This is an optimization exercise on Yosys and OpenROAD, whose aim is small area, a short achievable clock period and few clock cycles per item, not a production implementation. Only simulation tests tie the RTL to the original design; equivalence was not proved. Power figures rest on the tool's default switching activity, not on a simulated workload.

Design gzip_top, start of the top module:
module gzip_top
    #(
        parameter OUT_FIFO_LOG = 3
    )
    (
    input          clk,
    input          rst_n,
    input          wr_en_fifo_in,
    input  [31:0]  din_fifo_in,
    input          rd_en_fifo_out,
    input          rev_endianess_in,
    input  [1:0]   btype_in,
    output [127:0] debug_reg,
    output         full_in_fifo,
    output [31:0]  dout_out_fifo_32,
    output reg     last_out_fifo_32,
    output         empty_out_fifo,
    output         irq
    );
Size: ~61,000 cells after synthesis, about 14,000 flip-flops, roughly 200 I/O pins.
export LEC_CHECK = 0
export ABC_CLOCK_PERIOD_IN_PS = 4000
export CAP_MARGIN = 40
export CORE_MARGIN = 2
export CORE_UTILIZATION = 43
export CTS_CLUSTER_DIAMETER = 80
export CTS_CLUSTER_SIZE = 20
export GPL_ROUTABILITY_DRIVEN = 0
export SETUP_SLACK_MARGIN = 4.5
export SLEW_MARGIN = 40
export SYNTH_MEMORY_MAX_BITS = 16384
create_clock -name core_clock -period 9.0 [get_ports {clk}]
run.sh (not shown) runs the stock make flow with config.mk's settings and CLKGATE_MAP_FILE= SYNTH_SCRIPT=/design/flow/synth_recipe.tcl, a recipe that flattens the netlist after the stock synthesis.
The baseline did not get past global routing on GRT-0232.
Testbench counts at the start, summed over its fixed seeds: cycles 40,059, bytes 78,731.
Change:
Settings changed: CORE_UTILIZATION 43 to 40, GPL_ROUTABILITY_DRIVEN 0 to default, SETUP_SLACK_MARGIN 4.5 to 5.
Effect: The new run completed without violations. Area after synthesis does not change. Synthesized cell count is unchanged.
Change:
Settings changed: SETUP_SLACK_MARGIN 5 to 4.5.
=> Synthesized cell count stays the same; setup slack loses 94 ps; maximum frequency fell by 1.7%; via count fell by about 0.44%; clock-buffer cell count is unchanged; final area fell by about 0.4%.
Change:
Settings changed: CORE_UTILIZATION 40 to 42, SETUP_SLACK_MARGIN 4.5 to 5.
The changed run completed with no timing, DRC or antenna violations.
Wire length decreases slightly.
Worst setup slack got worse by 160 ps.
Total power climbs by a few percent.
Clock-buffer cell count stays the same.
Change:
Settings changed: CORE_UTILIZATION 42 to 43, CTS_CLUSTER_DIAMETER 80 to 90, CTS_CLUSTER_SIZE 20 to 24, SETUP_SLACK_MARGIN 5 to 4.5.
What happened: Utilization rose by 1.3 points. Design area goes up slightly. Non-clock buffer count is higher by 203. Die area is lower by a few percent.
Change:
Settings changed: CORE_UTILIZATION 43 to 36, CTS_CLUSTER_DIAMETER 90 to 80, CTS_CLUSTER_SIZE 24 to 20.
This time the run finished with antenna rules left.
Routed wire length went down by 4.5%.
Cell count went up by 4.9%.
Setup slack improved by 170 ps.
First-iteration DRC count went up by 0.59%.
Fmax went up by 3.1%.
Worst hold slack stays flat.
Clock power went up by 7.4%.
Sequential power hardly moves.

* * *

gzip_top again, from the RTL that the note above started with.
clock: 9.0 ns
lec_check: 0
abc_clock_period_in_ps: 4000
cap_margin: 40
core_margin: 2
core_utilization: 38
cts_cluster_diameter: 80
cts_cluster_size: 20
setup_slack_margin: 5
slew_margin: 40
synth_memory_max_bits: 16384
Testbench counts at the start, summed over its fixed seeds: cycles 40,059, bytes 78,731.
Then changed:
--- a/flow/config.mk
+++ b/flow/config.mk
@@ -9,5 +9,5 @@
 export CAP_MARGIN = 40
 export CORE_MARGIN = 2
-export CORE_UTILIZATION = 38
+export CORE_UTILIZATION = 46
 export CTS_CLUSTER_DIAMETER = 80
 export CTS_CLUSTER_SIZE = 20
After rerunning:
- The new run completed with no timing, DRC or antenna violations
- cell count is lower by 4.8%
- die area falls by 17%
- clock skew falls by 70 ps
- design area decreases by 0.42%
- via count grows by 1.2%
- global-route usage rises by 7.2 points
Then changed:
--- a/flow/config.mk
+++ b/flow/config.mk
@@ -9,8 +9,8 @@
 export CAP_MARGIN = 40
 export CORE_MARGIN = 2
-export CORE_UTILIZATION = 46
+export CORE_UTILIZATION = 43
 export CTS_CLUSTER_DIAMETER = 80
 export CTS_CLUSTER_SIZE = 20
-export SETUP_SLACK_MARGIN = 5
+export SETUP_SLACK_MARGIN = 4.5
 export SLEW_MARGIN = 40
 export SYNTH_MEMORY_MAX_BITS = 16384
Result: The new run produced a clean layout; first-iteration DRC count came out lower by 6.0%; cell area increases by about 0.6%; clock power is higher by about 2%; worst setup slack improves by 100 ps; die area climbs by about 7%.
Then changed:
--- a/flow/config.mk
+++ b/flow/config.mk
@@ -9,7 +9,5 @@
 export CAP_MARGIN = 40
 export CORE_MARGIN = 2
-export CORE_UTILIZATION = 43
-export CTS_CLUSTER_DIAMETER = 80
-export CTS_CLUSTER_SIZE = 20
+export CORE_UTILIZATION = 46
 export SETUP_SLACK_MARGIN = 4.5
 export SLEW_MARGIN = 40
Outcome:
- final area climbs by 1.9%
- register-to-register slack is worse by 250 ps
- clock skew increases by 25 ps
- die area fell by 6.5%
- fmax drops by 4.3%
- count of clock-buffer cells in the layout rose by 795
- utilization rose by 4.6 points
- via count is higher by 0.98%
- worst hold slack degrades by 21 ps

-- re-timing with driven ports --
No port has a modelled driver above. Below, the same layouts with a new extraction and two added sets of constraints.
Step 1 assumes that a clkbuf_16 drives the clock port and a buf_2 every other input.
Step 2, shift: input delay + t, output delay - t, t = (earliest + latest rising clock arrival at the registers) / 2. This alone moves slack from input paths to output paths.
Slacks: no drivers / after step 1 / after step 2; pairs: no drivers / after step 1.
| run | t (ns) | setup WS [ns] | clock arrival spread, ns |
|---|---|---|---|
| the second run of note 1 | 1.567 | 3.491 / 3.491 / 3.491 | 0.173 / 0.173 |
| the third run of note 1 | 1.559 | 3.397 / 3.397 / 3.397 | 0.168 / 0.168 |
| the fourth run of note 1 | 1.522 | 3.240 / 3.240 / 3.240 | 0.175 / 0.174 |
| the fifth run of note 1 | 1.553 | 3.229 / 3.229 / 3.229 | 0.109 / 0.108 |
| the sixth run of note 1 | 1.570 | 3.401 / 3.401 / 3.401 | 0.222 / 0.221 |
| the first run of note 2 | 1.555 | 3.440 / 3.440 / 3.440 | 0.202 / 0.202 |
| the second run of note 2 | 1.512 | 3.227 / 3.227 / 3.227 | 0.153 / 0.153 |
| the third run of note 2 | 1.563 | 3.328 / 3.328 / 3.328 | 0.130 / 0.129 |
| the fourth run of note 2 | 1.591 | 3.075 / 3.075 / 3.075 | 0.191 / 0.191 |
